Background: an optimization exercise with open tools, aiming at small area, a short achievable clock period and few clock cycles per item. Do not read the settings as production practice. In this exercise RTL edits were held to simulation tests only and were not proved equivalent to the original. No run shown here takes its clock network from TritonCTS; it comes from the design's own scripts or RTL. The clock port is modelled as an ideal driver, which makes a skipped or thinned clock tree look cheaper than it is; a real chip needs a root buffer or a tree. No activity file was given, so power comes from the tool's default toggle rates.

**design/flow/config.mk**
```make
export PLATFORM = sky130hd
export DESIGN_NAME = boron_enc
export DESIGN_NICKNAME = boron_enc
export VERILOG_FILES = /design/flow/design.v
export SDC_FILE = /design/flow/constraint.sdc
export NUM_CORES = 4
export LEC_CHECK = 0
export CAP_MARGIN = 20
export CORE_MARGIN = 2
export CORE_UTILIZATION = 65
export SETUP_SLACK_MARGIN = 3.0
export SLEW_MARGIN = 20
```
**design/flow/constraint.sdc**
```tcl
create_clock -name core_clock -period 5.0 [get_ports {clk}]
set_input_delay 1.0000 -clock core_clock [delete_from_list [all_inputs] [get_ports {clk}]]
set_output_delay 1.0000 -clock core_clock [all_outputs]
set_load 0.01 [all_outputs]
```
**design/flow/design.v**
```verilog
module s_box (
    input [3:0] i_sb, output [3:0] o_sb
);
    assign o_sb[0] = (!i_sb[3]&!i_sb[2]&i_sb[1]) | (!i_sb[2]&i_sb[1]&i_sb[0]) 
    | (!i_sb[3]&i_sb[2]&!i_sb[1]) | (i_sb[2]&!i_sb[1]&i_sb[0]) | 
    (i_sb[3]&!i_sb[2]&!i_sb[1]&!i_sb[0]) | (i_sb[3]&i_sb[2]&i_sb[1]&!i_sb[0]);
    assign o_sb[1] = (!i_sb[3]&!i_sb[2]&!i_sb[0]) | (!i_sb[3]&!i_sb[1]&!i_sb[0]) | (i_sb[2]&i_sb[1]&i_sb[0]) 
| (i_sb[3]&!i_sb[2]&i_sb[0]) | (i_sb[3]&i_sb[2]&i_sb[1]);
    assign o_sb[2] = (!i_sb[3]&!i_sb[2]&!i_sb[1]) | (!i_sb[2]&!i_sb[1]&!i_sb[0]) | (!i_sb[3]&i_sb[2]&!i_sb[0]) 
| (i_sb[3]&i_sb[1]&i_sb[0]) | (i_sb[3]&i_sb[2]&i_sb[0]);
    assign o_sb[3] = (!i_sb[3]&!i_sb[2]&!i_sb[0]) | (!i_sb[3]&i_sb[1]&!i_sb[0]) | (!i_sb[3]&i_sb[2]&i_sb[0]) 
| (i_sb[3]&!i_sb[1]&!i_sb[0]) | (i_sb[3]&!i_sb[2]&i_sb[1]&i_sb[0]);
endmodule
module block_shuffle (
    input [15:0] i_bs, output [15:0] o_bs
);
    assign o_bs = {i_bs[7:4], i_bs[3:0], i_bs[15:12], i_bs[11:8]};
endmodule
module round_permutation #(
    parameter [5:0] shift = 5'b0000,
    parameter [7:0] data_length = 8'd16
)(
    input [data_length - 1:0] i_rp,  output [data_length - 1:0] o_rp
); 
assign o_rp = (i_rp << shift) | (i_rp >> (data_length - shift));
endmodule
module XOR_layer (
    input [63:0] i_xor, output [63:0] o_xor
);
    assign o_xor = {(i_xor[63:48]^i_xor[47:32]^i_xor[15:0]), (i_xor[47:32]^i_xor[15:0]),(i_xor[63:48]^i_xor[31:16]), (i_xor[63:48]^i_xor[31:16]^i_xor[15:0])};
endmodule
module permutation_layer (
    input [63:0] i_pl, output [63:0] o_pl
);
    wire [63:0] bs2rp;
    wire [63:0] rp2xor;
    genvar i;
    generate
        for (i = 0; i < 4; i = i +1 ) begin
            block_shuffle bs(.i_bs(i_pl[(16*i + 15):16*i]), .o_bs(bs2rp[(16*i + 15):16*i]));
        end
    endgenerate
            round_permutation #(.shift(1), .data_length(16)) rp0(.i_rp(bs2rp[(16*0 + 15):16*0]), .o_rp(rp2xor[15:0]));
            round_permutation #(.shift(4), .data_length(16)) rp1(.i_rp(bs2rp[(16*1 + 15):16*1]), .o_rp(rp2xor[(16 + 15):16*1]));
            round_permutation #(.shift(7), .data_length(16)) rp2(.i_rp(bs2rp[(16*2 + 15):16*2]), .o_rp(rp2xor[(16*2 + 15):16*2]));
            round_permutation #(.shift(9), .data_length(16)) rp3(.i_rp(bs2rp[(16*3 + 15):16*3]), .o_rp(rp2xor[(16*3 + 15):16*3]));
    XOR_layer xl(.i_xor(rp2xor), .o_xor(o_pl));
endmodule
module add_round_key (
    input [63:0] i_ark_msg, input [63:0] i_ark_key,
    output [63:0] o_ark_cipher
);
    wire [63:0] xor_msg_key;
    wire [63:0] sb2pl;
    assign xor_msg_key = i_ark_key ^ i_ark_msg;
    genvar j;
    generate    
    for(j=0; j < 16; j = j + 1) begin
            s_box sb(.i_sb(xor_msg_key[(4*j + 3):4*j]), .o_sb(sb2pl[(4*j + 3):4*j]));
        end
    endgenerate
    permutation_layer pl(.i_pl(sb2pl), .o_pl(o_ark_cipher));
endmodule
module key_scheduler (
    input clk, rst, input [4:0] round_counter, input [79:0] i_ks_oldkey, output [79:0] o_ks_newkey 
);
    wire [79:0] level_shift;
    wire [79:0] level_sbox;
    wire [4:0] xor_rc;
    round_permutation #(.shift(13), .data_length(80)) rp (.i_rp(i_ks_oldkey), .o_rp(level_shift));
    s_box sb(.i_sb(level_shift[3:0]), .o_sb(level_sbox[3:0]));
    assign level_sbox[79:4] = level_shift[79:4];
    assign xor_rc = level_sbox[63:59]^(round_counter -1);
    assign o_ks_newkey = {level_sbox[79:64], xor_rc, level_sbox[58:0]};
endmodule
module boron_enc (
    input  clk, rst, start, input [63:0] plain_text, input [79:0] master_key,
    output reg done, output [63:0] cipher_text
);
    reg        busy;
    reg [4:0]  rc;           
    reg [63:0] x;
    reg [79:0] k;
    wire [63:0] x_next;
    wire [79:0] k_next;
    boron_dp dp(.busy(busy), .rc(rc), .x(x), .k(k), .pt(plain_text), .mk(master_key),
                .x_next(x_next), .k_next(k_next));
    always @(posedge clk) begin
        x <= x_next;
        k <= k_next;
        rc <= busy ? rc + 5'd1 : 5'd0;
    end
    always @(posedge clk) begin
        if (!rst) begin
            busy <= 1'b0;
            done <= 1'b0;
        end else begin
            done <= busy && rc == 5'd24;
            if (!busy)
                busy <= start;
            else if (rc == 5'd24)
                busy <= 1'b0;
        end
    end
    assign cipher_text = x;
endmodule
module boron_dp (
    input busy, input [4:0] rc, input [63:0] x, input [79:0] k,
    input [63:0] pt, input [79:0] mk,
    output [63:0] x_next, output [79:0] k_next
);
    wire [63:0] sp;
    wire [79:0] k_upd;
    add_round_key ark(.i_ark_msg(x), .i_ark_key(64'd0), .o_ark_cipher(sp));
    key_scheduler ks(.clk(1'b0), .rst(1'b0), .round_counter(rc + 5'd1), .i_ks_oldkey(k), .o_ks_newkey(k_upd));
    assign k_next = busy ? k_upd : mk;
    assign x_next = (busy ? sp : pt) ^ k_next[63:0];
endmodule
```
**design/flow/flow/run.sh**
```bash
#!/bin/bash
# Standard layout with three changes:
#  - the design's boron_dp module (the round's next-state logic) is replaced by
#    the same function mapped by hand to cells (dp_mapped.v, from gen/mkdp.py);
#    the registers and the rest of the design go through the standard synthesis;
#  - smaller port buffers (ports.tcl);
#  - a clock tree with the same number of buffers to every register (cts.tcl).
set -euo pipefail
here=$(pwd)
python3 flow/subst.py design.v flow/dp_mapped.v > design_mapped.v 2> subst.log
args=("VERILOG_FILES=$here/design_mapped.v" "PRE_GLOBAL_PLACE_TCL=$here/flow/ports.tcl" "PRE_CTS_TCL=$here/flow/cts.tcl")
if [[ -f flow/extra.txt ]]; then while read -r l; do [[ -n "$l" ]] && args+=("$l"); done < flow/extra.txt; fi
bash standard.sh "${args[@]}" finish > standard.log 2>&1
```
**design/flow/flow/cts.tcl**
```tcl
# Clock tree built here instead of by TritonCTS. The flip-flops are split into
# 2^LEAF_LEVELS groups of equal size (alternately by median x and median y);
# each group gets a leaf buffer (CTS_LEAF_CELL, clkbuf_16 by default) at its centre. With ROOT_LEVELS > 0
# the leaf buffers are themselves split the same way into 2^ROOT_LEVELS groups,
# each driven by a clkbuf_16 root buffer; the clock port drives the roots (or
# the leaves). Every register sees the same number of buffers from the port.
set ::cts_leaf_levels [expr {[info exists ::env(CTS_LEAF_LEVELS)] ? $::env(CTS_LEAF_LEVELS) : 2}]
set ::cts_root_levels [expr {[info exists ::env(CTS_ROOT_LEVELS)] ? $::env(CTS_ROOT_LEVELS) : 0}]
set ::cts_leaf_cell [expr {[info exists ::env(CTS_LEAF_CELL)] ? $::env(CTS_LEAF_CELL) : "sky130_fd_sc_hd__clkbuf_16"}]
rename clock_tree_synthesis std_clock_tree_synthesis
proc split_sinks {sinks axis levels} {
  if {$levels == 0} { return [list $sinks] }
  set sorted [lsort -integer -index $axis $sinks]
  set half [expr {[llength $sorted] / 2}]
  set out {}
  foreach part [list [lrange $sorted 0 [expr {$half - 1}]] [lrange $sorted $half end]] {
    lappend out {*}[split_sinks $part [expr {1 - $axis}] [expr {$levels - 1}]]
  }
  return $out
}
proc drive_group {block master net_in g name} {
  set sx 0; set sy 0
  foreach s $g { incr sx [lindex $s 0]; incr sy [lindex $s 1] }
  set cnt [llength $g]
  set x [expr {$sx / $cnt}]
  set y [expr {$sy / $cnt}]
  set net [odb::dbNet_create $block "clknet_$name"]
  $net setSigType CLOCK
  set buf [odb::dbInst_create $block $master "clkbuf_$name"]
  $buf setLocation $x $y
  $buf setPlacementStatus PLACED
  [$buf findITerm A] connect $net_in
  [$buf findITerm X] connect $net
  foreach s $g {
    set it [lindex $s 2]
    $it disconnect
    $it connect $net
  }
  puts "clock buffer $name: $cnt sinks"
  return [list $x $y [$buf findITerm A]]
}
proc clock_tree_synthesis {args} {
  set block [ord::get_db_block]
  set master [[ord::get_db] findMaster sky130_fd_sc_hd__clkbuf_16]
  set leaf_master [[ord::get_db] findMaster $::cts_leaf_cell]
  set clk_net [$block findNet clk]
  set sinks {}
  foreach it [$clk_net getITerms] {
    set loc [[$it getInst] getLocation]
    lappend sinks [list [lindex $loc 0] [lindex $loc 1] $it]
  }
  set leaves {}
  set n 0
  foreach g [split_sinks $sinks 0 $::cts_leaf_levels] {
    lappend leaves [drive_group $block $leaf_master $clk_net $g "leaf_$n"]
    incr n
  }
  if {$::cts_root_levels > 0} {
    set n 0
    foreach g [split_sinks $leaves 0 $::cts_root_levels] {
      drive_group $block $master $clk_net $g "root_$n"
      incr n
    }
  }
  set_propagated_clock [all_clocks]
}
```
**design/flow/flow/dp_mapped.v**
```verilog
// boron_dp mapped to sky130_fd_sc_hd cells; written by gen/mkdp.py
module boron_sbox_m (input [3:0] i, output [3:0] o);
  wire n00;
  wire n01;
  wire n02;
  wire n03;
  wire n04;
  wire n05;
  wire n06;
  wire n07;
  wire n08;
  wire n09;
  wire n10;
  wire n11;
  wire n12;
  sky130_fd_sc_hd__inv_1 g0 (.A(i[2]), .Y(n12));
  sky130_fd_sc_hd__nor2_1 g1 (.A(i[1]), .B(i[2]), .Y(n00));
  sky130_fd_sc_hd__nand2b_1 g2 (.A_N(i[0]), .B(i[3]), .Y(n01));
  sky130_fd_sc_hd__nor2_1 g3 (.A(n12), .B(i[0]), .Y(n02));
  sky130_fd_sc_hd__o21ai_1 g4 (.A1(i[3]), .A2(n02), .B1(n01), .Y(n03));
  sky130_fd_sc_hd__nand2_1 g5 (.A(n00), .B(n03), .Y(n04));
  sky130_fd_sc_hd__o21ai_1 g6 (.A1(n00), .A2(n03), .B1(n04), .Y(o[2]));
  sky130_fd_sc_hd__nor2_1 g7 (.A(i[0]), .B(i[3]), .Y(n05));
  sky130_fd_sc_hd__nor2b_1 g8 (.A(n12), .B_N(i[1]), .Y(n06));
  sky130_fd_sc_hd__and3_1 g9 (.A(n12), .B(i[0]), .C(i[3]), .X(n07));
  sky130_fd_sc_hd__nor3_1 g10 (.A(n05), .B(n06), .C(n07), .Y(n08));
  sky130_fd_sc_hd__a21oi_1 g11 (.A1(n05), .A2(n06), .B1(n08), .Y(o[1]));
  sky130_fd_sc_hd__nor2_1 g12 (.A(n00), .B(n06), .Y(n09));
  sky130_fd_sc_hd__nand2_1 g13 (.A(n01), .B(n09), .Y(n10));
  sky130_fd_sc_hd__o21ai_1 g14 (.A1(n01), .A2(n09), .B1(n10), .Y(o[0]));
  sky130_fd_sc_hd__a22oi_1 g15 (.A1(n12), .A2(i[0]), .B1(i[1]), .B2(i[3]), .Y(n11));
  sky130_fd_sc_hd__o22a_1 g16 (.A1(i[1]), .A2(n03), .B1(n07), .B2(n11), .X(o[3]));
endmodule

module boron_dp (
    input busy, input [4:0] rc, input [63:0] x, input [79:0] k,
    input [63:0] pt, input [79:0] mk,
    output [63:0] x_next, output [79:0] k_next
);
  wire [63:0] s;
  wire [3:0] ks_o;
  boron_sbox_m sb0 (.i(x[3:0]), .o(s[3:0]));
  boron_sbox_m sb1 (.i(x[7:4]), .o(s[7:4]));
  boron_sbox_m sb2 (.i(x[11:8]), .o(s[11:8]));
  boron_sbox_m sb3 (.i(x[15:12]), .o(s[15:12]));
  boron_sbox_m sb4 (.i(x[19:16]), .o(s[19:16]));
  boron_sbox_m sb5 (.i(x[23:20]), .o(s[23:20]));
  boron_sbox_m sb6 (.i(x[27:24]), .o(s[27:24]));
  boron_sbox_m sb7 (.i(x[31:28]), .o(s[31:28]));
  boron_sbox_m sb8 (.i(x[35:32]), .o(s[35:32]));
  boron_sbox_m sb9 (.i(x[39:36]), .o(s[39:36]));
  boron_sbox_m sb10 (.i(x[43:40]), .o(s[43:40]));
  boron_sbox_m sb11 (.i(x[47:44]), .o(s[47:44]));
  boron_sbox_m sb12 (.i(x[51:48]), .o(s[51:48]));
  boron_sbox_m sb13 (.i(x[55:52]), .o(s[55:52]));
  boron_sbox_m sb14 (.i(x[59:56]), .o(s[59:56]));
  boron_sbox_m sb15 (.i(x[63:60]), .o(s[63:60]));
  boron_sbox_m ksb (.i({k[70], k[69], k[68], k[67]}), .o(ks_o));
  wire kx0;
  wire kx1;
  wire kx2;
  wire kx3;
  wire kx4;
  wire p32;
  wire p16;
  wire p48;
  wire p0;
  wire p33;
  wire p17;
  wire p49;
  wire p1;
  wire p34;
  wire p18;
  wire p50;
  wire p2;
  wire p35;
  wire p19;
  wire p51;
  wire p3;
  wire p36;
  wire p20;
  wire p52;
  wire p4;
  wire p37;
  wire p21;
  wire p53;
  wire p5;
  wire p38;
  wire p22;
  wire p54;
  wire p6;
  wire p39;
  wire p23;
  wire p55;
  wire p7;
  wire p40;
  wire p24;
  wire p56;
  wire p8;
  wire p41;
  wire p25;
  wire p57;
  wire p9;
  wire p42;
  wire p26;
  wire p58;
  wire p10;
  wire p43;
  wire p27;
  wire p59;
  wire p11;
  wire p44;
  wire p28;
  wire p60;
  wire p12;
  wire p45;
  wire p29;
  wire p61;
  wire p13;
  wire p46;
  wire p30;
  wire p62;
  wire p14;
  wire p47;
  wire p31;
  wire p63;
  wire p15;
  wire mi0;
  wire mi1;
  wire mi2;
  wire mi3;
  wire mi4;
  wire mi5;
  wire mi6;
  wire mi7;
  wire mi8;
  wire mi9;
  wire mi10;
  wire mi11;
  wire mi12;
  wire mi13;
  wire mi14;
  wire mi15;
  wire mi16;
  wire mi17;
  wire mi18;
  wire mi19;
  wire mi20;
  wire mi21;
  wire mi22;
  wire mi23;
  wire mi24;
  wire mi25;
  wire mi26;
  wire mi27;
  wire mi28;
  wire mi29;
  wire mi30;
  wire mi31;
  wire mi32;
  wire mi33;
  wire mi34;
  wire mi35;
  wire mi36;
  wire mi37;
  wire mi38;
  wire mi39;
  wire mi40;
  wire mi41;
  wire mi42;
  wire mi43;
  wire mi44;
  wire mi45;
  wire mi46;
  wire mi47;
  wire mi48;
  wire mi49;
  wire mi50;
  wire mi51;
  wire mi52;
  wire mi53;
  wire mi54;
  wire mi55;
  wire mi56;
  wire mi57;
  wire mi58;
  wire mi59;
  wire mi60;
  wire mi61;
  wire mi62;
  wire mi63;
  sky130_fd_sc_hd__xor2_1 c0 (.A(k[46]), .B(rc[0]), .X(kx0));
  sky130_fd_sc_hd__xor2_1 c1 (.A(k[47]), .B(rc[1]), .X(kx1));
  sky130_fd_sc_hd__xor2_1 c2 (.A(k[48]), .B(rc[2]), .X(kx2));
  sky130_fd_sc_hd__xor2_1 c3 (.A(k[49]), .B(rc[3]), .X(kx3));
  sky130_fd_sc_hd__xor2_1 c4 (.A(k[50]), .B(rc[4]), .X(kx4));
  sky130_fd_sc_hd__mux2_1 c5 (.A0(mk[0]), .A1(ks_o[0]), .S(busy), .X(k_next[0]));
  sky130_fd_sc_hd__mux2_1 c6 (.A0(mk[1]), .A1(ks_o[1]), .S(busy), .X(k_next[1]));
  sky130_fd_sc_hd__mux2_1 c7 (.A0(mk[2]), .A1(ks_o[2]), .S(busy), .X(k_next[2]));
  sky130_fd_sc_hd__mux2_1 c8 (.A0(mk[3]), .A1(ks_o[3]), .S(busy), .X(k_next[3]));
  sky130_fd_sc_hd__mux2_1 c9 (.A0(mk[4]), .A1(k[71]), .S(busy), .X(k_next[4]));
  sky130_fd_sc_hd__mux2_1 c10 (.A0(mk[5]), .A1(k[72]), .S(busy), .X(k_next[5]));
  sky130_fd_sc_hd__mux2_1 c11 (.A0(mk[6]), .A1(k[73]), .S(busy), .X(k_next[6]));
  sky130_fd_sc_hd__mux2_1 c12 (.A0(mk[7]), .A1(k[74]), .S(busy), .X(k_next[7]));
  sky130_fd_sc_hd__mux2_1 c13 (.A0(mk[8]), .A1(k[75]), .S(busy), .X(k_next[8]));
  sky130_fd_sc_hd__mux2_1 c14 (.A0(mk[9]), .A1(k[76]), .S(busy), .X(k_next[9]));
  sky130_fd_sc_hd__mux2_1 c15 (.A0(mk[10]), .A1(k[77]), .S(busy), .X(k_next[10]));
  sky130_fd_sc_hd__mux2_1 c16 (.A0(mk[11]), .A1(k[78]), .S(busy), .X(k_next[11]));
  sky130_fd_sc_hd__mux2_1 c17 (.A0(mk[12]), .A1(k[79]), .S(busy), .X(k_next[12]));
  sky130_fd_sc_hd__mux2_1 c18 (.A0(mk[13]), .A1(k[0]), .S(busy), .X(k_next[13]));
  sky130_fd_sc_hd__mux2_1 c19 (.A0(mk[14]), .A1(k[1]), .S(busy), .X(k_next[14]));
  sky130_fd_sc_hd__mux2_1 c20 (.A0(mk[15]), .A1(k[2]), .S(busy), .X(k_next[15]));
  sky130_fd_sc_hd__mux2_1 c21 (.A0(mk[16]), .A1(k[3]), .S(busy), .X(k_next[16]));
  sky130_fd_sc_hd__mux2_1 c22 (.A0(mk[17]), .A1(k[4]), .S(busy), .X(k_next[17]));
  sky130_fd_sc_hd__mux2_1 c23 (.A0(mk[18]), .A1(k[5]), .S(busy), .X(k_next[18]));
  sky130_fd_sc_hd__mux2_1 c24 (.A0(mk[19]), .A1(k[6]), .S(busy), .X(k_next[19]));
  sky130_fd_sc_hd__mux2_1 c25 (.A0(mk[20]), .A1(k[7]), .S(busy), .X(k_next[20]));
  sky130_fd_sc_hd__mux2_1 c26 (.A0(mk[21]), .A1(k[8]), .S(busy), .X(k_next[21]));
  sky130_fd_sc_hd__mux2_1 c27 (.A0(mk[22]), .A1(k[9]), .S(busy), .X(k_next[22]));
  sky130_fd_sc_hd__mux2_1 c28 (.A0(mk[23]), .A1(k[10]), .S(busy), .X(k_next[23]));
  sky130_fd_sc_hd__mux2_1 c29 (.A0(mk[24]), .A1(k[11]), .S(busy), .X(k_next[24]));
  sky130_fd_sc_hd__mux2_1 c30 (.A0(mk[25]), .A1(k[12]), .S(busy), .X(k_next[25]));
  sky130_fd_sc_hd__mux2_1 c31 (.A0(mk[26]), .A1(k[13]), .S(busy), .X(k_next[26]));
  sky130_fd_sc_hd__mux2_1 c32 (.A0(mk[27]), .A1(k[14]), .S(busy), .X(k_next[27]));
  sky130_fd_sc_hd__mux2_1 c33 (.A0(mk[28]), .A1(k[15]), .S(busy), .X(k_next[28]));
  sky130_fd_sc_hd__mux2_1 c34 (.A0(mk[29]), .A1(k[16]), .S(busy), .X(k_next[29]));
  sky130_fd_sc_hd__mux2_1 c35 (.A0(mk[30]), .A1(k[17]), .S(busy), .X(k_next[30]));
  sky130_fd_sc_hd__mux2_1 c36 (.A0(mk[31]), .A1(k[18]), .S(busy), .X(k_next[31]));
  sky130_fd_sc_hd__mux2_1 c37 (.A0(mk[32]), .A1(k[19]), .S(busy), .X(k_next[32]));
  sky130_fd_sc_hd__mux2_1 c38 (.A0(mk[33]), .A1(k[20]), .S(busy), .X(k_next[33]));
  sky130_fd_sc_hd__mux2_1 c39 (.A0(mk[34]), .A1(k[21]), .S(busy), .X(k_next[34]));
  sky130_fd_sc_hd__mux2_1 c40 (.A0(mk[35]), .A1(k[22]), .S(busy), .X(k_next[35]));
  sky130_fd_sc_hd__mux2_1 c41 (.A0(mk[36]), .A1(k[23]), .S(busy), .X(k_next[36]));
  sky130_fd_sc_hd__mux2_1 c42 (.A0(mk[37]), .A1(k[24]), .S(busy), .X(k_next[37]));
  sky130_fd_sc_hd__mux2_1 c43 (.A0(mk[38]), .A1(k[25]), .S(busy), .X(k_next[38]));
  sky130_fd_sc_hd__mux2_1 c44 (.A0(mk[39]), .A1(k[26]), .S(busy), .X(k_next[39]));
  sky130_fd_sc_hd__mux2_1 c45 (.A0(mk[40]), .A1(k[27]), .S(busy), .X(k_next[40]));
  sky130_fd_sc_hd__mux2_1 c46 (.A0(mk[41]), .A1(k[28]), .S(busy), .X(k_next[41]));
  sky130_fd_sc_hd__mux2_1 c47 (.A0(mk[42]), .A1(k[29]), .S(busy), .X(k_next[42]));
  sky130_fd_sc_hd__mux2_1 c48 (.A0(mk[43]), .A1(k[30]), .S(busy), .X(k_next[43]));
  sky130_fd_sc_hd__mux2_1 c49 (.A0(mk[44]), .A1(k[31]), .S(busy), .X(k_next[44]));
  sky130_fd_sc_hd__mux2_1 c50 (.A0(mk[45]), .A1(k[32]), .S(busy), .X(k_next[45]));
  sky130_fd_sc_hd__mux2_1 c51 (.A0(mk[46]), .A1(k[33]), .S(busy), .X(k_next[46]));
  sky130_fd_sc_hd__mux2_1 c52 (.A0(mk[47]), .A1(k[34]), .S(busy), .X(k_next[47]));
  sky130_fd_sc_hd__mux2_1 c53 (.A0(mk[48]), .A1(k[35]), .S(busy), .X(k_next[48]));
  sky130_fd_sc_hd__mux2_1 c54 (.A0(mk[49]), .A1(k[36]), .S(busy), .X(k_next[49]));
  sky130_fd_sc_hd__mux2_1 c55 (.A0(mk[50]), .A1(k[37]), .S(busy), .X(k_next[50]));
  sky130_fd_sc_hd__mux2_1 c56 (.A0(mk[51]), .A1(k[38]), .S(busy), .X(k_next[51]));
  sky130_fd_sc_hd__mux2_1 c57 (.A0(mk[52]), .A1(k[39]), .S(busy), .X(k_next[52]));
  sky130_fd_sc_hd__mux2_1 c58 (.A0(mk[53]), .A1(k[40]), .S(busy), .X(k_next[53]));
  sky130_fd_sc_hd__mux2_1 c59 (.A0(mk[54]), .A1(k[41]), .S(busy), .X(k_next[54]));
  sky130_fd_sc_hd__mux2_1 c60 (.A0(mk[55]), .A1(k[42]), .S(busy), .X(k_next[55]));
  sky130_fd_sc_hd__mux2_1 c61 (.A0(mk[56]), .A1(k[43]), .S(busy), .X(k_next[56]));
  sky130_fd_sc_hd__mux2_1 c62 (.A0(mk[57]), .A1(k[44]), .S(busy), .X(k_next[57]));
  sky130_fd_sc_hd__mux2_1 c63 (.A0(mk[58]), .A1(k[45]), .S(busy), .X(k_next[58]));
  sky130_fd_sc_hd__mux2_1 c64 (.A0(mk[59]), .A1(kx0), .S(busy), .X(k_next[59]));
  sky130_fd_sc_hd__mux2_1 c65 (.A0(mk[60]), .A1(kx1), .S(busy), .X(k_next[60]));
  sky130_fd_sc_hd__mux2_1 c66 (.A0(mk[61]), .A1(kx2), .S(busy), .X(k_next[61]));
  sky130_fd_sc_hd__mux2_1 c67 (.A0(mk[62]), .A1(kx3), .S(busy), .X(k_next[62]));
  sky130_fd_sc_hd__mux2_1 c68 (.A0(mk[63]), .A1(kx4), .S(busy), .X(k_next[63]));
  sky130_fd_sc_hd__mux2_1 c69 (.A0(mk[64]), .A1(k[51]), .S(busy), .X(k_next[64]));
  sky130_fd_sc_hd__mux2_1 c70 (.A0(mk[65]), .A1(k[52]), .S(busy), .X(k_next[65]));
  sky130_fd_sc_hd__mux2_1 c71 (.A0(mk[66]), .A1(k[53]), .S(busy), .X(k_next[66]));
  sky130_fd_sc_hd__mux2_1 c72 (.A0(mk[67]), .A1(k[54]), .S(busy), .X(k_next[67]));
  sky130_fd_sc_hd__mux2_1 c73 (.A0(mk[68]), .A1(k[55]), .S(busy), .X(k_next[68]));
  sky130_fd_sc_hd__mux2_1 c74 (.A0(mk[69]), .A1(k[56]), .S(busy), .X(k_next[69]));
  sky130_fd_sc_hd__mux2_1 c75 (.A0(mk[70]), .A1(k[57]), .S(busy), .X(k_next[70]));
  sky130_fd_sc_hd__mux2_1 c76 (.A0(mk[71]), .A1(k[58]), .S(busy), .X(k_next[71]));
  sky130_fd_sc_hd__mux2_1 c77 (.A0(mk[72]), .A1(k[59]), .S(busy), .X(k_next[72]));
  sky130_fd_sc_hd__mux2_1 c78 (.A0(mk[73]), .A1(k[60]), .S(busy), .X(k_next[73]));
  sky130_fd_sc_hd__mux2_1 c79 (.A0(mk[74]), .A1(k[61]), .S(busy), .X(k_next[74]));
  sky130_fd_sc_hd__mux2_1 c80 (.A0(mk[75]), .A1(k[62]), .S(busy), .X(k_next[75]));
  sky130_fd_sc_hd__mux2_1 c81 (.A0(mk[76]), .A1(k[63]), .S(busy), .X(k_next[76]));
  sky130_fd_sc_hd__mux2_1 c82 (.A0(mk[77]), .A1(k[64]), .S(busy), .X(k_next[77]));
  sky130_fd_sc_hd__mux2_1 c83 (.A0(mk[78]), .A1(k[65]), .S(busy), .X(k_next[78]));
  sky130_fd_sc_hd__mux2_1 c84 (.A0(mk[79]), .A1(k[66]), .S(busy), .X(k_next[79]));
  sky130_fd_sc_hd__xor2_1 c85 (.A(s[33]), .B(s[7]), .X(p32));
  sky130_fd_sc_hd__xor2_1 c86 (.A(s[63]), .B(s[20]), .X(p16));
  sky130_fd_sc_hd__xor2_1 c87 (.A(p32), .B(s[63]), .X(p48));
  sky130_fd_sc_hd__xor2_1 c88 (.A(p16), .B(s[7]), .X(p0));
  sky130_fd_sc_hd__xor2_1 c89 (.A(s[34]), .B(s[8]), .X(p33));
  sky130_fd_sc_hd__xor2_1 c90 (.A(s[48]), .B(s[21]), .X(p17));
  sky130_fd_sc_hd__xor2_1 c91 (.A(p33), .B(s[48]), .X(p49));
  sky130_fd_sc_hd__xor2_1 c92 (.A(p17), .B(s[8]), .X(p1));
  sky130_fd_sc_hd__xor2_1 c93 (.A(s[35]), .B(s[9]), .X(p34));
  sky130_fd_sc_hd__xor2_1 c94 (.A(s[49]), .B(s[22]), .X(p18));
  sky130_fd_sc_hd__xor2_1 c95 (.A(p34), .B(s[49]), .X(p50));
  sky130_fd_sc_hd__xor2_1 c96 (.A(p18), .B(s[9]), .X(p2));
  sky130_fd_sc_hd__xor2_1 c97 (.A(s[36]), .B(s[10]), .X(p35));
  sky130_fd_sc_hd__xor2_1 c98 (.A(s[50]), .B(s[23]), .X(p19));
  sky130_fd_sc_hd__xor2_1 c99 (.A(p35), .B(s[50]), .X(p51));
  sky130_fd_sc_hd__xor2_1 c100 (.A(p19), .B(s[10]), .X(p3));
  sky130_fd_sc_hd__xor2_1 c101 (.A(s[37]), .B(s[11]), .X(p36));
  sky130_fd_sc_hd__xor2_1 c102 (.A(s[51]), .B(s[24]), .X(p20));
  sky130_fd_sc_hd__xor2_1 c103 (.A(p36), .B(s[51]), .X(p52));
  sky130_fd_sc_hd__xor2_1 c104 (.A(p20), .B(s[11]), .X(p4));
  sky130_fd_sc_hd__xor2_1 c105 (.A(s[38]), .B(s[12]), .X(p37));
  sky130_fd_sc_hd__xor2_1 c106 (.A(s[52]), .B(s[25]), .X(p21));
  sky130_fd_sc_hd__xor2_1 c107 (.A(p37), .B(s[52]), .X(p53));
  sky130_fd_sc_hd__xor2_1 c108 (.A(p21), .B(s[12]), .X(p5));
  sky130_fd_sc_hd__xor2_1 c109 (.A(s[39]), .B(s[13]), .X(p38));
  sky130_fd_sc_hd__xor2_1 c110 (.A(s[53]), .B(s[26]), .X(p22));
  sky130_fd_sc_hd__xor2_1 c111 (.A(p38), .B(s[53]), .X(p54));
  sky130_fd_sc_hd__xor2_1 c112 (.A(p22), .B(s[13]), .X(p6));
  sky130_fd_sc_hd__xor2_1 c113 (.A(s[40]), .B(s[14]), .X(p39));
  sky130_fd_sc_hd__xor2_1 c114 (.A(s[54]), .B(s[27]), .X(p23));
  sky130_fd_sc_hd__xor2_1 c115 (.A(p39), .B(s[54]), .X(p55));
  sky130_fd_sc_hd__xor2_1 c116 (.A(p23), .B(s[14]), .X(p7));
  sky130_fd_sc_hd__xor2_1 c117 (.A(s[41]), .B(s[15]), .X(p40));
  sky130_fd_sc_hd__xor2_1 c118 (.A(s[55]), .B(s[28]), .X(p24));
  sky130_fd_sc_hd__xor2_1 c119 (.A(p40), .B(s[55]), .X(p56));
  sky130_fd_sc_hd__xor2_1 c120 (.A(p24), .B(s[15]), .X(p8));
  sky130_fd_sc_hd__xor2_1 c121 (.A(s[42]), .B(s[0]), .X(p41));
  sky130_fd_sc_hd__xor2_1 c122 (.A(s[56]), .B(s[29]), .X(p25));
  sky130_fd_sc_hd__xor2_1 c123 (.A(p41), .B(s[56]), .X(p57));
  sky130_fd_sc_hd__xor2_1 c124 (.A(p25), .B(s[0]), .X(p9));
  sky130_fd_sc_hd__xor2_1 c125 (.A(s[43]), .B(s[1]), .X(p42));
  sky130_fd_sc_hd__xor2_1 c126 (.A(s[57]), .B(s[30]), .X(p26));
  sky130_fd_sc_hd__xor2_1 c127 (.A(p42), .B(s[57]), .X(p58));
  sky130_fd_sc_hd__xor2_1 c128 (.A(p26), .B(s[1]), .X(p10));
  sky130_fd_sc_hd__xor2_1 c129 (.A(s[44]), .B(s[2]), .X(p43));
  sky130_fd_sc_hd__xor2_1 c130 (.A(s[58]), .B(s[31]), .X(p27));
  sky130_fd_sc_hd__xor2_1 c131 (.A(p43), .B(s[58]), .X(p59));
  sky130_fd_sc_hd__xor2_1 c132 (.A(p27), .B(s[2]), .X(p11));
  sky130_fd_sc_hd__xor2_1 c133 (.A(s[45]), .B(s[3]), .X(p44));
  sky130_fd_sc_hd__xor2_1 c134 (.A(s[59]), .B(s[16]), .X(p28));
  sky130_fd_sc_hd__xor2_1 c135 (.A(p44), .B(s[59]), .X(p60));
  sky130_fd_sc_hd__xor2_1 c136 (.A(p28), .B(s[3]), .X(p12));
  sky130_fd_sc_hd__xor2_1 c137 (.A(s[46]), .B(s[4]), .X(p45));
  sky130_fd_sc_hd__xor2_1 c138 (.A(s[60]), .B(s[17]), .X(p29));
  sky130_fd_sc_hd__xor2_1 c139 (.A(p45), .B(s[60]), .X(p61));
  sky130_fd_sc_hd__xor2_1 c140 (.A(p29), .B(s[4]), .X(p13));
  sky130_fd_sc_hd__xor2_1 c141 (.A(s[47]), .B(s[5]), .X(p46));
  sky130_fd_sc_hd__xor2_1 c142 (.A(s[61]), .B(s[18]), .X(p30));
  sky130_fd_sc_hd__xor2_1 c143 (.A(p46), .B(s[61]), .X(p62));
  sky130_fd_sc_hd__xor2_1 c144 (.A(p30), .B(s[5]), .X(p14));
  sky130_fd_sc_hd__xor2_1 c145 (.A(s[32]), .B(s[6]), .X(p47));
  sky130_fd_sc_hd__xor2_1 c146 (.A(s[62]), .B(s[19]), .X(p31));
  sky130_fd_sc_hd__xor2_1 c147 (.A(p47), .B(s[62]), .X(p63));
  sky130_fd_sc_hd__xor2_1 c148 (.A(p31), .B(s[6]), .X(p15));
  sky130_fd_sc_hd__mux2i_1 c149 (.A0(pt[0]), .A1(p0), .S(busy), .Y(mi0));
  sky130_fd_sc_hd__xnor2_1 c150 (.A(mi0), .B(k_next[0]), .Y(x_next[0]));
  sky130_fd_sc_hd__mux2i_1 c151 (.A0(pt[1]), .A1(p1), .S(busy), .Y(mi1));
  sky130_fd_sc_hd__xnor2_1 c152 (.A(mi1), .B(k_next[1]), .Y(x_next[1]));
  sky130_fd_sc_hd__mux2i_1 c153 (.A0(pt[2]), .A1(p2), .S(busy), .Y(mi2));
  sky130_fd_sc_hd__xnor2_1 c154 (.A(mi2), .B(k_next[2]), .Y(x_next[2]));
  sky130_fd_sc_hd__mux2i_1 c155 (.A0(pt[3]), .A1(p3), .S(busy), .Y(mi3));
  sky130_fd_sc_hd__xnor2_1 c156 (.A(mi3), .B(k_next[3]), .Y(x_next[3]));
  sky130_fd_sc_hd__mux2i_1 c157 (.A0(pt[4]), .A1(p4), .S(busy), .Y(mi4));
  sky130_fd_sc_hd__xnor2_1 c158 (.A(mi4), .B(k_next[4]), .Y(x_next[4]));
  sky130_fd_sc_hd__mux2i_1 c159 (.A0(pt[5]), .A1(p5), .S(busy), .Y(mi5));
  sky130_fd_sc_hd__xnor2_1 c160 (.A(mi5), .B(k_next[5]), .Y(x_next[5]));
  sky130_fd_sc_hd__mux2i_1 c161 (.A0(pt[6]), .A1(p6), .S(busy), .Y(mi6));
  sky130_fd_sc_hd__xnor2_1 c162 (.A(mi6), .B(k_next[6]), .Y(x_next[6]));
  sky130_fd_sc_hd__mux2i_1 c163 (.A0(pt[7]), .A1(p7), .S(busy), .Y(mi7));
  sky130_fd_sc_hd__xnor2_1 c164 (.A(mi7), .B(k_next[7]), .Y(x_next[7]));
  sky130_fd_sc_hd__mux2i_1 c165 (.A0(pt[8]), .A1(p8), .S(busy), .Y(mi8));
  sky130_fd_sc_hd__xnor2_1 c166 (.A(mi8), .B(k_next[8]), .Y(x_next[8]));
  sky130_fd_sc_hd__mux2i_1 c167 (.A0(pt[9]), .A1(p9), .S(busy), .Y(mi9));
  sky130_fd_sc_hd__xnor2_1 c168 (.A(mi9), .B(k_next[9]), .Y(x_next[9]));
  sky130_fd_sc_hd__mux2i_1 c169 (.A0(pt[10]), .A1(p10), .S(busy), .Y(mi10));
  sky130_fd_sc_hd__xnor2_1 c170 (.A(mi10), .B(k_next[10]), .Y(x_next[10]));
  sky130_fd_sc_hd__mux2i_1 c171 (.A0(pt[11]), .A1(p11), .S(busy), .Y(mi11));
  sky130_fd_sc_hd__xnor2_1 c172 (.A(mi11), .B(k_next[11]), .Y(x_next[11]));
  sky130_fd_sc_hd__mux2i_1 c173 (.A0(pt[12]), .A1(p12), .S(busy), .Y(mi12));
  sky130_fd_sc_hd__xnor2_1 c174 (.A(mi12), .B(k_next[12]), .Y(x_next[12]));
  sky130_fd_sc_hd__mux2i_1 c175 (.A0(pt[13]), .A1(p13), .S(busy), .Y(mi13));
  sky130_fd_sc_hd__xnor2_1 c176 (.A(mi13), .B(k_next[13]), .Y(x_next[13]));
  sky130_fd_sc_hd__mux2i_1 c177 (.A0(pt[14]), .A1(p14), .S(busy), .Y(mi14));
  sky130_fd_sc_hd__xnor2_1 c178 (.A(mi14), .B(k_next[14]), .Y(x_next[14]));
  sky130_fd_sc_hd__mux2i_1 c179 (.A0(pt[15]), .A1(p15), .S(busy), .Y(mi15));
  sky130_fd_sc_hd__xnor2_1 c180 (.A(mi15), .B(k_next[15]), .Y(x_next[15]));
  sky130_fd_sc_hd__mux2i_1 c181 (.A0(pt[16]), .A1(p16), .S(busy), .Y(mi16));
  sky130_fd_sc_hd__xnor2_1 c182 (.A(mi16), .B(k_next[16]), .Y(x_next[16]));
  sky130_fd_sc_hd__mux2i_1 c183 (.A0(pt[17]), .A1(p17), .S(busy), .Y(mi17));
  sky130_fd_sc_hd__xnor2_1 c184 (.A(mi17), .B(k_next[17]), .Y(x_next[17]));
  sky130_fd_sc_hd__mux2i_1 c185 (.A0(pt[18]), .A1(p18), .S(busy), .Y(mi18));
  sky130_fd_sc_hd__xnor2_1 c186 (.A(mi18), .B(k_next[18]), .Y(x_next[18]));
  sky130_fd_sc_hd__mux2i_1 c187 (.A0(pt[19]), .A1(p19), .S(busy), .Y(mi19));
  sky130_fd_sc_hd__xnor2_1 c188 (.A(mi19), .B(k_next[19]), .Y(x_next[19]));
  sky130_fd_sc_hd__mux2i_1 c189 (.A0(pt[20]), .A1(p20), .S(busy), .Y(mi20));
  sky130_fd_sc_hd__xnor2_1 c190 (.A(mi20), .B(k_next[20]), .Y(x_next[20]));
  sky130_fd_sc_hd__mux2i_1 c191 (.A0(pt[21]), .A1(p21), .S(busy), .Y(mi21));
  sky130_fd_sc_hd__xnor2_1 c192 (.A(mi21), .B(k_next[21]), .Y(x_next[21]));
  sky130_fd_sc_hd__mux2i_1 c193 (.A0(pt[22]), .A1(p22), .S(busy), .Y(mi22));
  sky130_fd_sc_hd__xnor2_1 c194 (.A(mi22), .B(k_next[22]), .Y(x_next[22]));
  sky130_fd_sc_hd__mux2i_1 c195 (.A0(pt[23]), .A1(p23), .S(busy), .Y(mi23));
  sky130_fd_sc_hd__xnor2_1 c196 (.A(mi23), .B(k_next[23]), .Y(x_next[23]));
  sky130_fd_sc_hd__mux2i_1 c197 (.A0(pt[24]), .A1(p24), .S(busy), .Y(mi24));
  sky130_fd_sc_hd__xnor2_1 c198 (.A(mi24), .B(k_next[24]), .Y(x_next[24]));
  sky130_fd_sc_hd__mux2i_1 c199 (.A0(pt[25]), .A1(p25), .S(busy), .Y(mi25));
  sky130_fd_sc_hd__xnor2_1 c200 (.A(mi25), .B(k_next[25]), .Y(x_next[25]));
  sky130_fd_sc_hd__mux2i_1 c201 (.A0(pt[26]), .A1(p26), .S(busy), .Y(mi26));
  sky130_fd_sc_hd__xnor2_1 c202 (.A(mi26), .B(k_next[26]), .Y(x_next[26]));
  sky130_fd_sc_hd__mux2i_1 c203 (.A0(pt[27]), .A1(p27), .S(busy), .Y(mi27));
  sky130_fd_sc_hd__xnor2_1 c204 (.A(mi27), .B(k_next[27]), .Y(x_next[27]));
  sky130_fd_sc_hd__mux2i_1 c205 (.A0(pt[28]), .A1(p28), .S(busy), .Y(mi28));
  sky130_fd_sc_hd__xnor2_1 c206 (.A(mi28), .B(k_next[28]), .Y(x_next[28]));
  sky130_fd_sc_hd__mux2i_1 c207 (.A0(pt[29]), .A1(p29), .S(busy), .Y(mi29));
  sky130_fd_sc_hd__xnor2_1 c208 (.A(mi29), .B(k_next[29]), .Y(x_next[29]));
  sky130_fd_sc_hd__mux2i_1 c209 (.A0(pt[30]), .A1(p30), .S(busy), .Y(mi30));
  sky130_fd_sc_hd__xnor2_1 c210 (.A(mi30), .B(k_next[30]), .Y(x_next[30]));
  sky130_fd_sc_hd__mux2i_1 c211 (.A0(pt[31]), .A1(p31), .S(busy), .Y(mi31));
  sky130_fd_sc_hd__xnor2_1 c212 (.A(mi31), .B(k_next[31]), .Y(x_next[31]));
  sky130_fd_sc_hd__mux2i_1 c213 (.A0(pt[32]), .A1(p32), .S(busy), .Y(mi32));
  sky130_fd_sc_hd__xnor2_1 c214 (.A(mi32), .B(k_next[32]), .Y(x_next[32]));
  sky130_fd_sc_hd__mux2i_1 c215 (.A0(pt[33]), .A1(p33), .S(busy), .Y(mi33));
  sky130_fd_sc_hd__xnor2_1 c216 (.A(mi33), .B(k_next[33]), .Y(x_next[33]));
  sky130_fd_sc_hd__mux2i_1 c217 (.A0(pt[34]), .A1(p34), .S(busy), .Y(mi34));
  sky130_fd_sc_hd__xnor2_1 c218 (.A(mi34), .B(k_next[34]), .Y(x_next[34]));
  sky130_fd_sc_hd__mux2i_1 c219 (.A0(pt[35]), .A1(p35), .S(busy), .Y(mi35));
  sky130_fd_sc_hd__xnor2_1 c220 (.A(mi35), .B(k_next[35]), .Y(x_next[35]));
  sky130_fd_sc_hd__mux2i_1 c221 (.A0(pt[36]), .A1(p36), .S(busy), .Y(mi36));
  sky130_fd_sc_hd__xnor2_1 c222 (.A(mi36), .B(k_next[36]), .Y(x_next[36]));
  sky130_fd_sc_hd__mux2i_1 c223 (.A0(pt[37]), .A1(p37), .S(busy), .Y(mi37));
  sky130_fd_sc_hd__xnor2_1 c224 (.A(mi37), .B(k_next[37]), .Y(x_next[37]));
  sky130_fd_sc_hd__mux2i_1 c225 (.A0(pt[38]), .A1(p38), .S(busy), .Y(mi38));
  sky130_fd_sc_hd__xnor2_1 c226 (.A(mi38), .B(k_next[38]), .Y(x_next[38]));
  sky130_fd_sc_hd__mux2i_1 c227 (.A0(pt[39]), .A1(p39), .S(busy), .Y(mi39));
  sky130_fd_sc_hd__xnor2_1 c228 (.A(mi39), .B(k_next[39]), .Y(x_next[39]));
  sky130_fd_sc_hd__mux2i_1 c229 (.A0(pt[40]), .A1(p40), .S(busy), .Y(mi40));
  sky130_fd_sc_hd__xnor2_1 c230 (.A(mi40), .B(k_next[40]), .Y(x_next[40]));
  sky130_fd_sc_hd__mux2i_1 c231 (.A0(pt[41]), .A1(p41), .S(busy), .Y(mi41));
  sky130_fd_sc_hd__xnor2_1 c232 (.A(mi41), .B(k_next[41]), .Y(x_next[41]));
  sky130_fd_sc_hd__mux2i_1 c233 (.A0(pt[42]), .A1(p42), .S(busy), .Y(mi42));
  sky130_fd_sc_hd__xnor2_1 c234 (.A(mi42), .B(k_next[42]), .Y(x_next[42]));
  sky130_fd_sc_hd__mux2i_1 c235 (.A0(pt[43]), .A1(p43), .S(busy), .Y(mi43));
  sky130_fd_sc_hd__xnor2_1 c236 (.A(mi43), .B(k_next[43]), .Y(x_next[43]));
  sky130_fd_sc_hd__mux2i_1 c237 (.A0(pt[44]), .A1(p44), .S(busy), .Y(mi44));
  sky130_fd_sc_hd__xnor2_1 c238 (.A(mi44), .B(k_next[44]), .Y(x_next[44]));
  sky130_fd_sc_hd__mux2i_1 c239 (.A0(pt[45]), .A1(p45), .S(busy), .Y(mi45));
  sky130_fd_sc_hd__xnor2_1 c240 (.A(mi45), .B(k_next[45]), .Y(x_next[45]));
  sky130_fd_sc_hd__mux2i_1 c241 (.A0(pt[46]), .A1(p46), .S(busy), .Y(mi46));
  sky130_fd_sc_hd__xnor2_1 c242 (.A(mi46), .B(k_next[46]), .Y(x_next[46]));
  sky130_fd_sc_hd__mux2i_1 c243 (.A0(pt[47]), .A1(p47), .S(busy), .Y(mi47));
  sky130_fd_sc_hd__xnor2_1 c244 (.A(mi47), .B(k_next[47]), .Y(x_next[47]));
  sky130_fd_sc_hd__mux2i_1 c245 (.A0(pt[48]), .A1(p48), .S(busy), .Y(mi48));
  sky130_fd_sc_hd__xnor2_1 c246 (.A(mi48), .B(k_next[48]), .Y(x_next[48]));
  sky130_fd_sc_hd__mux2i_1 c247 (.A0(pt[49]), .A1(p49), .S(busy), .Y(mi49));
  sky130_fd_sc_hd__xnor2_1 c248 (.A(mi49), .B(k_next[49]), .Y(x_next[49]));
  sky130_fd_sc_hd__mux2i_1 c249 (.A0(pt[50]), .A1(p50), .S(busy), .Y(mi50));
  sky130_fd_sc_hd__xnor2_1 c250 (.A(mi50), .B(k_next[50]), .Y(x_next[50]));
  sky130_fd_sc_hd__mux2i_1 c251 (.A0(pt[51]), .A1(p51), .S(busy), .Y(mi51));
  sky130_fd_sc_hd__xnor2_1 c252 (.A(mi51), .B(k_next[51]), .Y(x_next[51]));
  sky130_fd_sc_hd__mux2i_1 c253 (.A0(pt[52]), .A1(p52), .S(busy), .Y(mi52));
  sky130_fd_sc_hd__xnor2_1 c254 (.A(mi52), .B(k_next[52]), .Y(x_next[52]));
  sky130_fd_sc_hd__mux2i_1 c255 (.A0(pt[53]), .A1(p53), .S(busy), .Y(mi53));
  sky130_fd_sc_hd__xnor2_1 c256 (.A(mi53), .B(k_next[53]), .Y(x_next[53]));
  sky130_fd_sc_hd__mux2i_1 c257 (.A0(pt[54]), .A1(p54), .S(busy), .Y(mi54));
  sky130_fd_sc_hd__xnor2_1 c258 (.A(mi54), .B(k_next[54]), .Y(x_next[54]));
  sky130_fd_sc_hd__mux2i_1 c259 (.A0(pt[55]), .A1(p55), .S(busy), .Y(mi55));
  sky130_fd_sc_hd__xnor2_1 c260 (.A(mi55), .B(k_next[55]), .Y(x_next[55]));
  sky130_fd_sc_hd__mux2i_1 c261 (.A0(pt[56]), .A1(p56), .S(busy), .Y(mi56));
  sky130_fd_sc_hd__xnor2_1 c262 (.A(mi56), .B(k_next[56]), .Y(x_next[56]));
  sky130_fd_sc_hd__mux2i_1 c263 (.A0(pt[57]), .A1(p57), .S(busy), .Y(mi57));
  sky130_fd_sc_hd__xnor2_1 c264 (.A(mi57), .B(k_next[57]), .Y(x_next[57]));
  sky130_fd_sc_hd__mux2i_1 c265 (.A0(pt[58]), .A1(p58), .S(busy), .Y(mi58));
  sky130_fd_sc_hd__xnor2_1 c266 (.A(mi58), .B(k_next[58]), .Y(x_next[58]));
  sky130_fd_sc_hd__mux2i_1 c267 (.A0(pt[59]), .A1(p59), .S(busy), .Y(mi59));
  sky130_fd_sc_hd__xnor2_1 c268 (.A(mi59), .B(k_next[59]), .Y(x_next[59]));
  sky130_fd_sc_hd__mux2i_1 c269 (.A0(pt[60]), .A1(p60), .S(busy), .Y(mi60));
  sky130_fd_sc_hd__xnor2_1 c270 (.A(mi60), .B(k_next[60]), .Y(x_next[60]));
  sky130_fd_sc_hd__mux2i_1 c271 (.A0(pt[61]), .A1(p61), .S(busy), .Y(mi61));
  sky130_fd_sc_hd__xnor2_1 c272 (.A(mi61), .B(k_next[61]), .Y(x_next[61]));
  sky130_fd_sc_hd__mux2i_1 c273 (.A0(pt[62]), .A1(p62), .S(busy), .Y(mi62));
  sky130_fd_sc_hd__xnor2_1 c274 (.A(mi62), .B(k_next[62]), .Y(x_next[62]));
  sky130_fd_sc_hd__mux2i_1 c275 (.A0(pt[63]), .A1(p63), .S(busy), .Y(mi63));
  sky130_fd_sc_hd__xnor2_1 c276 (.A(mi63), .B(k_next[63]), .Y(x_next[63]));
endmodule
```
**design/flow/flow/extra.txt**
```
CTS_LEAF_LEVELS=3
CTS_ROOT_LEVELS=1
CTS_LEAF_CELL=sky130_fd_sc_hd__clkbuf_8
```
**design/flow/flow/ports.tcl**
```tcl
# Port buffers: buf_1 on the inputs, buf_2 on the outputs (which drive the
# output load), in place of the single buffer_ports call global placement makes.
rename buffer_ports std_buffer_ports
proc buffer_ports {args} {
  std_buffer_ports -inputs -buffer_cell sky130_fd_sc_hd__buf_1
  std_buffer_ports -outputs -buffer_cell sky130_fd_sc_hd__buf_2
}
```
**design/flow/flow/subst.py**
```python
#!/usr/bin/env python3
"""subst.py DESIGN MAPPED: prints DESIGN with its boron_dp module replaced by the
cell-level modules in MAPPED (the same function, mapped by hand)."""
import re, sys
design = open(sys.argv[1]).read()
mapped = open(sys.argv[2]).read()
out, n = re.subn(r"(?ms)^\s*module\s+boron_dp\b.*?^\s*endmodule\b", "", design)
if n != 1:
    sys.exit("boron_dp not found exactly once in " + sys.argv[1])
sys.stdout.write(out + "\n" + mapped)
```
**design/flow/standard.sh**
```bash
#!/bin/bash
# synth_recipe.tcl (not shown) runs the flow's synth.tcl, then flattens the netlist and writes it again
# the make line also repeats each setting of config.mk as NAME=value (left out here)
make -C /OpenROAD-flow-scripts/flow DESIGN_CONFIG=/design/flow/config.mk WORK_HOME=/design/flow/orfs CLKGATE_MAP_FILE= SYNTH_SCRIPT=/design/flow/synth_recipe.tcl "${@:-finish}"
```
==> flow_summary.toml, run 1 <==
[run_status]
outcome = "finished clean"

[setup_path]
cp.required_ns = 4.00
crit_family = "flip-flops"
critPathBufInv = 1
cp_slowest_stage_delay_ns = 0.46
start_kind = "flip-flop"
critPathMaxFanout = 6
critPathKind = "flip-flop to output pin"
crit_chain = "buf_2"
cp_slowest_cell = "dfxtp_1"
r2r_end = "x[3]"
r2r.worst_path.cells = 8
rr_startpoint = "x[50]"
cp.arrival_ns = 0.96
worst_setup_path_end_kind = "output pin"
rrSetupSlack_ns = 3.05

[global_routing]
grt_util_met1_pct = 39.06
met2_usage_pct = 57.45
grt_max_degree = 97
grt_pass1_vias = 6114
grt_antenna_before_repair = 1
grtUsageMet3_pct = 4.997
grt_pass1_wl_mm = 30.10
grt_busiest_layer = "met2"
grt_overflow_total = 0
grt.total_usage_pct = 31.86

[synthesis]
yosys_warnings = 1
synth_fa_ha_area_share_pct = 0.3412
avgSynthCellArea_um2 = 9.950
synth_top_family_by_area = "multiplexers"
synth-xor-area-share_pct = 16.00
synthSimpleGateAreaFrac_pct = 11.62
synth-main-ff-cell = "dfxtp_1"
netlist_area_um2 = 7333
syn_nets = 886
muxShareOfSynthArea_pct = 21.29
synth-edff-count = 0
netlist_instances = 737
async_reset_ff_share_pct = 0
synth_seq_cells = 151
ys_seq_area_share_pct = 41.22
synth_compound_area_share_pct = 8.548
yosysUniqueCellTypes = 21

[pwr]
intPower_w = 0.003807
power.density_nw_per_um2 = 826.5
p_sw_w = 0.003478
clkPwrFrac_pct = 7.8
switching_share_pct = 47.74
p_seq_share_pct = 27.8
ir_drop_mv = 0.5011
leakage_nw = 3.681
power_frac_comb_pct = 64.4

[flow_run]
maxCapViolCount = 0

[worst_hold_path]
min_from = "k[60]"
hold_depth = 1
holdPathEnd = "k[73]"
min_path_type = "flip-flop to flip-flop"

[final_layout]
diodes = 0
fillers = 757
ff_latch_area_um2 = 3043
final_common_cell = "buf_1"
final_layout_size_suffix_gt1_share_pct = 13.89
final_cell_mix = "buf_1 (146), dfxtp_1 (137), mux2_1 (80), nor2_1 (67)"
fin_nets = 1116
multi_input_area_um2 = 4407
area_growth_pct = 20.20

[place]
dp_slack_ns = 2.832
place.gp.congestion = 0.9167
dp_hpwl_mm = 15.73
port_buffers = 211

[sta]
rsz0062_at_grt = "yes"
finalSetupViolations = 0
setup_tns_ns = 0
fin_worst_skew_ns = 0.01696
fmax_mhz = 511.3
setup_slack_ns = 3.044
period_share_pct = 39.11
relSlewSlack_pct = 65.51
worst_pin_slew_ns = 0.5173
drv_slew = 0
finalCriticalPeriod_ns = 1.956
finalHoldViolCount = 0

[clock_tree]
cts.clk_slew.worst_paths_ns = 0.11
clkLatencyLatePin_ns = 0.32

[floorplanning]
io_pins = 212
die_w_um = 110.2
rows = 38
dieArea_um2 = 12150
start_util_pct = 67.06
die_h_um = 110.2
core-area_um2 = 10940

[route]
antenna_left = 0
detail_route.wl_per_cell_um = 18.36
first_pass_iters = 6
drt_iter0_drc = 476
drcViolationCount = 0
wl_mm = 20.29
viasPerCell = 5.634
vias = 6226
==> what timing repair did <==
action                     CTS  global route
pin swaps                    4             9
hold buffers                 0             0
setup endpoints to repair   79            32
resized for setup            3            49
setup buffers                2             4
==> worst max path at each step <==
stage / startpoint / endpoint / slack (ns) / depth (start not counted)
floorplan: busy / x[10] / 2.85 / 2
global placement: busy / x[18] / 2.89 / 3
detailed placement: busy / x[63] / 2.83 / 3
CTS: x[50] / x[3] / 3.01 / 8
global route: x[2] / x[60] / 2.96 / 8
finish: x[8] / cipher_text[8] / 3.04 / 1
==> per-stage QoR <==
stage	hold WS, ns	utilization [%]	instance area [um^2]	power (W)	cells
2_1_floorplan	0.4169	-	7337	0.005005	737
3_3_place_gp	0.4178	76.87	8406	0.006123	1089
3_5_place_dp	0.4264	76.87	8406	0.006264	1089
4_1_cts	0.4502	78.79	8616	0.006914	1101
5_1_grt	0.4669	80.61	8815	0.007763	1105
6_report	0.4457	80.61	8815	0.007286	1105
==> per-layer routing <==
metal | vias to the layer above | share of wire (%)
met5 | - | 0.064
met4 | 2 | 3.0
met3 | 46 | 7.9
met2 | 315 | 49
met1 | 2873 | 40
li1 | 2990 | -
==> layout make-up <==
cell class                 count  share of cell area [%]
sequential                   151                   34.52
tap                          140                   1.987
inverter                      19                  0.8091
timing repair buffer         218                   10.87
multi-input combinational    567                   49.99
buffer                        10                   1.817
==> flip-flops by register name, summed over array words and instances, names as in the netlist <==
signal  flops
done        1
k          80
rc          5
x          64
busy        1
==> cell families (layout without fill, tap and decap cells) <==
group,count (synthesis),after routing
AND/OR/NAND/NOR,181,181
flip-flops,151,151
multiplexers,146,146
XOR/XNOR,134,134
AO/OA/AOI/OAI,104,104
buffers and inverters,19,247
adder cells (fa/ha/maj),2,2
==> cell usage after synthesis, types with 18 or more instances <==
cell | instances | area share, %
a21oi_1 | 18 | 1.2
and3_1 | 18 | 1.5
dfxtp_1 | 151 | 41
inv_1 | 19 | 0.97
mux2_1 | 80 | 12
mux2i_1 | 66 | 9.0
nand2_1 | 36 | 1.8
nand2b_1 | 19 | 1.6
nor2_1 | 68 | 3.5
nor2b_1 | 18 | 1.5
o21ai_1 | 51 | 3.5
xnor2_1 | 64 | 7.6
xor2_1 | 70 | 8.4
==> power by group through the flow <==
stage | logic, W | registers, W | clock network, W
global placement | 0.00414 | 0.00198 | 0
detailed placement | 0.00426 | 0.00201 | 0
CTS | 0.00436 | 0.00198 | 0.000573
finish | 0.00469 | 0.00203 | 0.000567
global route | 0.00507 | 0.00207 | 0.000617
floorplan | 0.00296 | 0.00205 | 0
Testbench counts, summed over its fixed seeds: cycles 9,992, items 384.
==> inputs of run 2 (changes only) <==
--- a/design/flow/flow/cts.tcl
+++ b/design/flow/flow/cts.tcl
@@ -42,5 +42,5 @@
 proc clock_tree_synthesis {args} {
   set block [ord::get_db_block]
-  set master [[ord::get_db] findMaster sky130_fd_sc_hd__clkbuf_16]
+  set master [[ord::get_db] findMaster [expr {[info exists ::env(CTS_ROOT_CELL)] ? $::env(CTS_ROOT_CELL) : "sky130_fd_sc_hd__clkbuf_16"}]]
   set leaf_master [[ord::get_db] findMaster $::cts_leaf_cell]
   set clk_net [$block findNet clk]
==> design/flow/flow/extra.txt (replaced) <==
CTS_LEAF_LEVELS=3
CTS_ROOT_LEVELS=1
CTS_LEAF_CELL=sky130_fd_sc_hd__clkbuf_8
CTS_ROOT_CELL=sky130_fd_sc_hd__clkbuf_8
==> run 2 against run 1 <==
- hold slack got worse by 0.00084 ns
- sequential share of layout area rose by 0.17 points
- wire length rose by 0.10%
- register-to-register slack got worse by 0.07 ns
- area after synthesis did not move
- cell count did not move
- combinational power barely moved
- clock skew fell by 0.0055 ns
- sequential power barely moved
- clock power fell by 7.2%
- utilization fell by 0.27 points
==> flow_summary.toml, run 2 <==
[floorplanning]
die_h_um = 110.2
dieArea_um2 = 12150
core-area_um2 = 10940
rows = 38
io_pins = 212
start_util_pct = 67.06
die_w_um = 110.2

[synthesis]
synth-xor-area-share_pct = 16.00
yosysUniqueCellTypes = 21
syn_nets = 886
muxShareOfSynthArea_pct = 21.29
avgSynthCellArea_um2 = 9.950
synth_commonest_cells = "dfxtp_1 (151), mux2_1 (80), xor2_1 (70), nor2_1 (68), mux2i_1 (66)"
yosys_warnings = 1
synth-edff-count = 0
synth_top_area_cell = "dfxtp_1"
netlist_instances = 737
synthMostInstantiatedCell = "dfxtp_1"
synth.top_cell.area_share_pct = 41.22
synth-main-ff-cell = "dfxtp_1"
synth_compound_area_share_pct = 8.548
synth_seq_cells = 151
synthSimpleGateAreaFrac_pct = 11.62
synth_top_family_by_area = "multiplexers"
async_reset_ff_share_pct = 0
synthTopCellsByArea = "dfxtp_1 (41%), mux2_1 (12%), mux2i_1 (9.0%)"
ys_seq_area_share_pct = 41.22
netlist_area_um2 = 7333
synth_fa_ha_area_share_pct = 0.3412

[sta]
fin_worst_skew_ns = 0.01147
relSlewSlack_pct = 65.98
rsz0062_at_grt = "yes"
finalCriticalPeriod_ns = 2.023
setup_slack_ns = 2.977
finalHoldViolCount = 0
fmax_mhz = 494.3
setup_tns_ns = 0
worst_pin_slew_ns = 0.5103
drv_slew = 0
finalSetupViolations = 0
period_share_pct = 40.46

[final_layout]
final_cells = 1105
largest_reg_flops = 80
area_growth_pct = 19.79
final_layout_size_suffix_gt1_share_pct = 14.20
multi_input_area_um2 = 4394
fin_nets = 1116
top_register = "k"
ff_latch_area_um2 = 3048
diodes = 0
final_common_cell = "buf_1"
reg.largest.list = "k (80), x (64), rc (5)"
fillers = 759
final_cell_mix = "buf_1 (146), dfxtp_1 (133), mux2_1 (80), nor2_1 (66)"
utilization_pct = 80.33

[flow_run]
maxCapViolCount = 0

[route]
wl_met3_mm = 1.623
topRoutingLayerUsed = "met5"
vias = 6238
wl_met1_mm = 8.022
detail_route.wl_per_cell_um = 18.38
viasPerCell = 5.645
wl_met2_mm = 9.884
drt_iter0_drc = 514
drcViolationCount = 0
first_pass_iters = 5
antenna_left = 0
wl_mm = 20.31

[setup_path]
start_kind = "flip-flop"
rrSetupSlack_ns = 2.98
cp.arrival_ns = 2.24
critPathKind = "flip-flop to flip-flop"
cp.required_ns = 5.22
critPathMaxFanout = 6
worst_setup_path_end_kind = "flip-flop"

[clock_tree]
postCtsHoldBufs = 0
cts.clk_slew.worst_paths_ns = 0.11
clkLatencyLatePin_ns = 0.33

[global_routing]
grt_pass1_vias = 6078
grt_max_degree = 97
grt_overflow_total = 0
grt_antenna_before_repair = 1
grt.total_usage_pct = 31.66
grt_pass1_wl_mm = 29.72

[pwr]
intPower_w = 0.003765
leakage_nw = 3.668
ir_drop_mv = 0.5068
power.total_w = 0.007232
p_sw_w = 0.003467
switching_share_pct = 47.94
power_frac_comb_pct = 64.7
clkPwrFrac_pct = 7.3
power.density_nw_per_um2 = 823.3
p_seq_share_pct = 28.1

[worst_hold_path]
min_path_type = "flip-flop to flip-flop"

[run_status]
outcome = "finished clean"

[place]
dp_cells = 1089
place.gp.congestion = 0.9167
dp_slack_ns = 2.832
dp_hpwl_mm = 15.73
port_buffers = 211
==> run 2: critical path: stages, from the launching register on <==
cell,delay [ns]
dfxtp_1,0.49
nand2b_1,0.19
o21ai_2,0.13
o22a_1,0.26
xor2_2,0.21
xor2_1,0.30
mux2i_1,0.17
xnor2_1,0.16
==> run 2: kinds of logic (layout without fill, tap and decap cells) <==
kind of cell	Yosys count	in the layout
fa+ha+maj	2	2
simple gates	181	181
buf+inv	19	247
xor+xnor	134	134
compound gates	104	104
flops	151	151
mux	146	146
==> run 2: repair_timing <==
| action | in CTS | in global routing |
|---|---|---|
| gates cloned | 0 | 0 |
| gates resized for setup | 3 | 52 |
| pin swaps | 4 | 9 |
| setup buffers | 2 | 4 |
| setup endpoints to repair | 80 | 40 |
==> run 2: final timing paths <==
check	to	cells after the start	from
worst max-delay path	x[12]	7	x[59]
worst min-delay path	k[73]	1	k[60]
worst max register to register	x[12]	7	x[59]
worst min register to register	k[73]	1	k[60]
==> run 2: final cells by class <==
type | count | area share [%]
Multi-Input combinational cell | 567 | 50.02
Sequential cell | 151 | 34.70
Timing Repair Buffer | 218 | 10.91
Tap cell | 140 | 1.994
Buffer | 10 | 1.567
Inverter | 19 | 0.8118
==> run 2: metrics by stage <==
step,hold WS [ns],cell area [um^2]
2_1_floorplan,0.4169,7337
3_3_place_gp,0.4178,8406
4_1_cts,0.4514,8593
3_5_place_dp,0.4264,8406
5_1_grt,0.4669,8785
6_report,0.4449,8785
==> run 2: layer usage <==
layer,vias to the layer above,track usage [%]
li1,2994,-
met1,2875,38.44
met2,305,56.97
met3,62,5.115
met4,2,10.36
met5,-,0
==> run 2: power by group through the flow <==
stage	clock network (W)	logic [W]	registers [W]
global placement	0	0.00414	0.00198
global route	0.000580	0.00505	0.00208
finish	0.000526	0.00468	0.00203
floorplan	0	0.00296	0.00205
CTS	0.000537	0.00436	0.00198
detailed placement	0	0.00426	0.00201

[separate check: timing with driven ports]
No port has a modelled driver above. Below, the same layouts with a new extraction and two added sets of constraints. Step 1, drivers: a clkbuf_16 drives clk and a buf_2 each remaining input, both assumed. Step 2 moves the port delays by t, midway between the first and last clock arrival at a register: inputs arrive t later, outputs are due t later. That takes back most of the time a late clock gives input paths. a / b / c = ideal / step 1 / step 2; a / b = the first two.
| run | t (ns) | setup WS [ns] | cell pins on the clock port's net |
|---|---|---|---|
| run 1 | 0.366 | 3.044 / 2.987 / 3.047 | 2 |
| run 2 | 0.376 | 2.977 / 2.933 / 2.977 | 2 |
After both steps every run listed still meets setup and hold.
